Context: an optimization exercise on an open-source flow, tuned for small area. The choices shown serve that exercise and are no tape-out recipe. Function was checked by simulation only, so behaviour that the tests miss may differ from the original. No driver is modelled on the clock port, so clock power and skew are understated where the tree is cut down; a real chip needs a root buffer or a tree. No activity file was given, so power comes from the tool's default toggle rates.

== v6 ==
==> flow/design.v <==
module SPI_slave (
	input		i_clk,
	input		i_reset_n,	 
	input		i_cs,
	input		i_s_clk,
	output		o_rise,		 
	output		o_cs_active
);
reg r_sclk_prev;
always @(posedge i_clk) begin
	if (~i_reset_n)
		r_sclk_prev <= 1'b0;
	else
		r_sclk_prev <= i_s_clk;
end
assign o_cs_active = ~i_cs;
assign o_rise = ~i_cs & i_s_clk & ~r_sclk_prev;
endmodule
`default_nettype none
module pulse_gen (
	input 	i_clk,			 
	input 	i_reset,		 
	input 	i_spi_clk,		 
	input 	i_spi_nCS,		 
	input 	i_spi_mosi,		 
	input 	start_nstop,	 
	output 	o_led,			 
	output	o_activity		 
);
wire w_rise, w_cs_active;
SPI_slave my_spi (
	.i_clk (i_clk),
	.i_reset_n (i_reset),
	.i_cs (i_spi_nCS),
	.i_s_clk (i_spi_clk),
	.o_rise (w_rise),
	.o_cs_active (w_cs_active)
);
reg [63:0] r_conf;
reg        r_armed;			 
reg        r_act;			 
reg        r_ph;			 
reg        r_led;
reg [39:0] r_cnt;
wire w_got = r_cnt[6];
wire w_shift     = w_rise & ~r_armed & ~w_got;
wire w_byte_done = w_shift & (r_cnt[2:0] == 3'b111);
always @(posedge i_clk) begin
	if (w_shift)
		r_conf[7:0] <= {r_conf[6:0], i_spi_mosi};
	if (w_byte_done && r_cnt[5:3] != 3'b111)
		r_conf[63:8] <= {r_conf[55:8], r_conf[6:0], i_spi_mosi};
end
wire [40:0] w_carry;
assign w_carry[0] = r_armed ? r_act : (w_got | w_rise);
genvar i;
generate
	for (i = 0; i < 40; i = i + 1) begin : g_inc
		assign w_carry[i+1] = w_carry[i] & r_cnt[i];
	end
endgenerate
wire w_end = w_carry[40];	 
wire [39:0] w_target = r_ph ? r_conf[39:0] : {16'b0, r_conf[63:40]};
wire w_load = r_armed & ~r_act;
wire w_clr  = ~r_armed & ~w_got & ~w_cs_active;	 
always @(posedge i_clk) begin
	if (~i_reset)
		r_cnt[6:0] <= 7'b0;
	else if (w_load)
		r_cnt[6:0] <= ~w_target[6:0];
	else begin
		r_cnt[6:3] <= r_cnt[6:3] ^ w_carry[6:3];
		r_cnt[2:0] <= w_clr ? 3'b000 : r_cnt[2:0] ^ w_carry[2:0];
	end
end
always @(posedge i_clk) begin
	if (w_load)
		r_cnt[39:7] <= ~w_target[39:7];
	else
		r_cnt[39:7] <= r_cnt[39:7] ^ w_carry[39:7];
end
always @(posedge i_clk) begin
	if (~i_reset) begin
		r_armed <= 1'b0;
		r_act <= 1'b0;
		r_ph <= 1'b0;
		r_led <= 1'b0;
	end
	else begin
		if (~r_armed & w_got & (r_cnt[2:0] == 3'b100))
			r_armed <= 1'b1;
		if (r_act) begin
			r_led <= r_ph & start_nstop;
			r_act <= start_nstop & ~w_end;
		end
		else begin
			r_led <= r_led & start_nstop;
			if (r_armed & start_nstop) begin
				r_act <= 1'b1;
				r_ph <= ~r_ph;
			end
		end
	end
end
assign o_led = r_led;
assign o_activity = start_nstop;
endmodule
Settings: LEC_CHECK=0, ABC_AREA=1, CAP_MARGIN=20, CORE_MARGIN=2, CORE_UTILIZATION=65, SLEW_MARGIN=20; clock period 10.0 ns.
standard.sh (not shown) runs the stock make flow with config.mk's settings and CLKGATE_MAP_FILE= SYNTH_SCRIPT=/design/flow/synth_recipe.tcl, a recipe that flattens the netlist after the stock synthesis.
==> flow/flow/run.sh <==
#!/bin/bash
# Standard ORFS layout with two changes:
#  - ports are buffered with sky130_fd_sc_hd__buf_1 instead of the default pick;
#  - the clock tree is built by flow/pre_cts.tcl in place of TritonCTS: the
#    clock port drives one root inverter (CLK_ROOT), which drives CLK_NBUF leaf
#    inverters (CLK_LEAF), each driving one cluster of flip-flops (k-means, at most ceil(n/CLK_NBUF) each). The rest of
#    cts.tcl (legalisation, timing repair) runs as usual.
set -euo pipefail
here=$(pwd)
export BUFFER_PORTS_ARGS="-buffer_cell sky130_fd_sc_hd__buf_1"
export PRE_CTS_TCL="$here/flow/pre_cts.tcl"
export CLK_NBUF=3
export CLK_ROOT=sky130_fd_sc_hd__inv_4
export CLK_LEAF=sky130_fd_sc_hd__inv_16
bash standard.sh finish > "$here/standard_flow.log" 2>&1
==> flow/flow/pre_cts.tcl <==
# Replaces TritonCTS with a small balanced clock tree: the clock port drives
# one root inverter (CLK_ROOT), which drives CLK_NBUF leaf inverters
# (CLK_LEAF), each driving one cluster of flip-flops (k-means on their placed
# positions) from its centroid. Two inversions: the flip-flops see i_clk.
rename clock_tree_synthesis orig_clock_tree_synthesis
proc clock_tree_synthesis {args} {
  set nbuf $::env(CLK_NBUF)
  set db [ord::get_db]
  set block [ord::get_db_block]
  set dbu [$block getDbUnitsPerMicron]
  set net [$block findNet i_clk]
  set its {}
  set xs {}
  set ys {}
  foreach it [$net getITerms] {
    set inst [$it getInst]
    set bb [$inst getBBox]
    lappend its $it
    lappend xs [expr {([$bb xMin] + [$bb xMax]) / 2.0 / $dbu}]
    lappend ys [expr {([$bb yMin] + [$bb yMax]) / 2.0 / $dbu}]
  }
  set n [llength $its]
  puts "manual CTS: $n sinks, root $::env(CLK_ROOT), $nbuf x $::env(CLK_LEAF)"
  set order [lsort -integer -indices [lmap x $xs {expr {int($x*1000)}}]]
  set cx {}; set cy {}
  for {set k 0} {$k < $nbuf} {incr k} {
    set i [lindex $order [expr {int(($k + 0.5) * $n / $nbuf)}]]
    lappend cx [lindex $xs $i]; lappend cy [lindex $ys $i]
  }
  for {set iter 0} {$iter < 50} {incr iter} {
    set assign {}
    for {set i 0} {$i < $n} {incr i} {
      set best 0; set bd 1e18
      for {set k 0} {$k < $nbuf} {incr k} {
        set d [expr {pow([lindex $xs $i]-[lindex $cx $k],2) + pow([lindex $ys $i]-[lindex $cy $k],2)}]
        if {$d < $bd} {set bd $d; set best $k}
      }
      lappend assign $best
    }
    set ncx {}; set ncy {}
    for {set k 0} {$k < $nbuf} {incr k} {
      set sx 0; set sy 0; set c 0
      for {set i 0} {$i < $n} {incr i} {
        if {[lindex $assign $i] == $k} {set sx [expr {$sx+[lindex $xs $i]}]; set sy [expr {$sy+[lindex $ys $i]}]; incr c}
      }
      if {$c > 0} {lappend ncx [expr {$sx/$c}]; lappend ncy [expr {$sy/$c}]} else {lappend ncx [lindex $cx $k]; lappend ncy [lindex $cy $k]}
    }
    set cx $ncx; set cy $ncy
  }
  # rebalance: at most ceil(n/nbuf) sinks per leaf; sinks that gain the most
  # from their nearest centre are placed first
  set cap [expr {($n + $nbuf - 1) / $nbuf}]
  set pref {}
  for {set i 0} {$i < $n} {incr i} {
    set ds {}
    for {set k 0} {$k < $nbuf} {incr k} {
      lappend ds [list $k [expr {sqrt(pow([lindex $xs $i]-[lindex $cx $k],2) + pow([lindex $ys $i]-[lindex $cy $k],2))}]]
    }
    set ds [lsort -real -index 1 $ds]
    set regret [expr {[llength $ds] > 1 ? [lindex $ds 1 1] - [lindex $ds 0 1] : 0}]
    lappend pref [list $i $regret [lmap d $ds {lindex $d 0}]]
  }
  set pref [lsort -real -decreasing -index 1 $pref]
  set used [lrepeat $nbuf 0]
  set assign [lrepeat $n 0]
  foreach p $pref {
    foreach k [lindex $p 2] {
      if {[lindex $used $k] < $cap} {
        lset assign [lindex $p 0] $k
        lset used $k [expr {[lindex $used $k] + 1}]
        break
      }
    }
  }
  for {set k 0} {$k < $nbuf} {incr k} {
    set sx 0; set sy 0; set c 0
    for {set i 0} {$i < $n} {incr i} {
      if {[lindex $assign $i] == $k} {set sx [expr {$sx+[lindex $xs $i]}]; set sy [expr {$sy+[lindex $ys $i]}]; incr c}
    }
    if {$c > 0} {lset cx $k [expr {$sx/$c}]; lset cy $k [expr {$sy/$c}]}
  }
  set mroot [$db findMaster $::env(CLK_ROOT)]
  set mleaf [$db findMaster $::env(CLK_LEAF)]
  set root [odb::dbInst_create $block $mroot clkinv_root]
  set rnet [odb::dbNet_create $block clknet_root]
  $rnet setSigType CLOCK
  [$root findITerm A] connect $net
  [$root findITerm Y] connect $rnet
  set mx 0; set my 0
  for {set k 0} {$k < $nbuf} {incr k} { set mx [expr {$mx + [lindex $cx $k]/$nbuf}]; set my [expr {$my + [lindex $cy $k]/$nbuf}] }
  $root setLocation [expr {int($mx*$dbu)}] [expr {int($my*$dbu)}]
  $root setPlacementStatus PLACED
  for {set k 0} {$k < $nbuf} {incr k} {
    set leaf [odb::dbInst_create $block $mleaf clkinv_leaf_$k]
    set lnet [odb::dbNet_create $block clknet_leaf_$k]
    $lnet setSigType CLOCK
    [$leaf findITerm A] connect $rnet
    [$leaf findITerm Y] connect $lnet
    $leaf setLocation [expr {int([lindex $cx $k]*$dbu)}] [expr {int([lindex $cy $k]*$dbu)}]
    $leaf setPlacementStatus PLACED
    set c 0
    for {set i 0} {$i < $n} {incr i} {
      if {[lindex $assign $i] == $k} {
        set it [lindex $its $i]
        $it disconnect
        $it connect $lnet
        incr c
      }
    }
    puts "manual CTS: leaf $k at [lindex $cx $k] [lindex $cy $k] drives $c sinks"
  }
  $net setSigType CLOCK
  set_propagated_clock [all_clocks]
}
v6: all stages complete, timing, DRC and antenna checks passed
What v7 does differently from v6 at the input level:
Settings: CORE_UTILIZATION: 65 -> 60.
==> flow/flow/run.sh <==
#!/bin/bash
# Standard ORFS layout with two changes:
#  - ports are buffered with sky130_fd_sc_hd__buf_1 instead of the default pick;
#  - the clock tree is built by flow/pre_cts.tcl in place of TritonCTS: the
#    clock port drives one root inverter (CLK_ROOT), which drives CLK_NBUF leaf
#    inverters (CLK_LEAF), each driving one cluster of flip-flops. The rest of
#    cts.tcl (legalisation, timing repair) runs as usual.
set -euo pipefail
here=$(pwd)
export BUFFER_PORTS_ARGS="-buffer_cell sky130_fd_sc_hd__buf_1"
export PRE_CTS_TCL="$here/flow/pre_cts.tcl"
export CLK_NBUF=4
export CLK_ROOT=sky130_fd_sc_hd__inv_4
export CLK_LEAF=sky130_fd_sc_hd__inv_12
bash standard.sh finish > "$here/standard_flow.log" 2>&1
-- flow/flow/pre_cts.tcl --
<<< v6, line 49
  }
  # rebalance: at most ceil(n/nbuf) sinks per leaf; sinks that gain the most
  # from their nearest centre are placed first
  set cap [expr {($n + $nbuf - 1) / $nbuf}]
  set pref {}
  for {set i 0} {$i < $n} {incr i} {
    set ds {}
    for {set k 0} {$k < $nbuf} {incr k} {
      lappend ds [list $k [expr {sqrt(pow([lindex $xs $i]-[lindex $cx $k],2) + pow([lindex $ys $i]-[lindex $cy $k],2))}]]
    }
    set ds [lsort -real -index 1 $ds]
    set regret [expr {[llength $ds] > 1 ? [lindex $ds 1 1] - [lindex $ds 0 1] : 0}]
    lappend pref [list $i $regret [lmap d $ds {lindex $d 0}]]
  }
  set pref [lsort -real -decreasing -index 1 $pref]
  set used [lrepeat $nbuf 0]
  set assign [lrepeat $n 0]
  foreach p $pref {
    foreach k [lindex $p 2] {
      if {[lindex $used $k] < $cap} {
        lset assign [lindex $p 0] $k
        lset used $k [expr {[lindex $used $k] + 1}]
        break
      }
    }
  }
  for {set k 0} {$k < $nbuf} {incr k} {
    set sx 0; set sy 0; set c 0
    for {set i 0} {$i < $n} {incr i} {
      if {[lindex $assign $i] == $k} {set sx [expr {$sx+[lindex $xs $i]}]; set sy [expr {$sy+[lindex $ys $i]}]; incr c}
    }
    if {$c > 0} {lset cx $k [expr {$sx/$c}]; lset cy $k [expr {$sy/$c}]}
  }
  set mroot [$db findMaster $::env(CLK_ROOT)]
>>> v7, line 49
  }
  set mroot [$db findMaster $::env(CLK_ROOT)]
Results
The relative max-transition margin of v7 exceeds that of v6 by 4.5 points.
Changes observed in v7 relative to v6: initial DRC count higher, global-route wire length before repair higher, chip height higher, sequential share of cell area lower, cell area higher.
Looking at number of placement rows, v7 sits 1 higher than v6 does.
v7 and v6 ended up with nearly the same share of total power in combinational logic.
Per the comparison of v7 with v6, placed cell count picked up an extra 19; largest vdd supply drop now smaller; routed wire length decreased 0.73%.
No run of this note takes its clock network from TritonCTS; it comes from the design's own scripts or RTL.

==> static timing again, ports no longer ideal <==
No port has a modelled driver above. Below, the same layouts with a new extraction and two added sets of constraints. Step 1 assumes that a clkbuf_16 drives the clock port and a buf_2 every other input. Step 2 adds t to the input delays and takes it off the output delays; t is the mean of the earliest and latest rising clock arrival at the registers after step 1. Input paths then give back, and output paths get back, about the clock's delay inside the block. a / b / c = no drivers / after step 1 / after step 2; a / b = the first two.
| run | t, ns | setup slack, ns | clock arrival spread, ns |
|---|---|---|---|
| v6 | 0.287 | 0.433 / 0.442 / 0.155 | 0.008 / 0.008 |
| v7 | 0.288 | 0.479 / 0.492 / 0.203 | 0.013 / 0.013 |
After both steps setup and hold are still met in every run listed. For v6, which loses most, drivers alone change the setup slack by +0.009 ns; drivers and shift together by -0.278 ns.
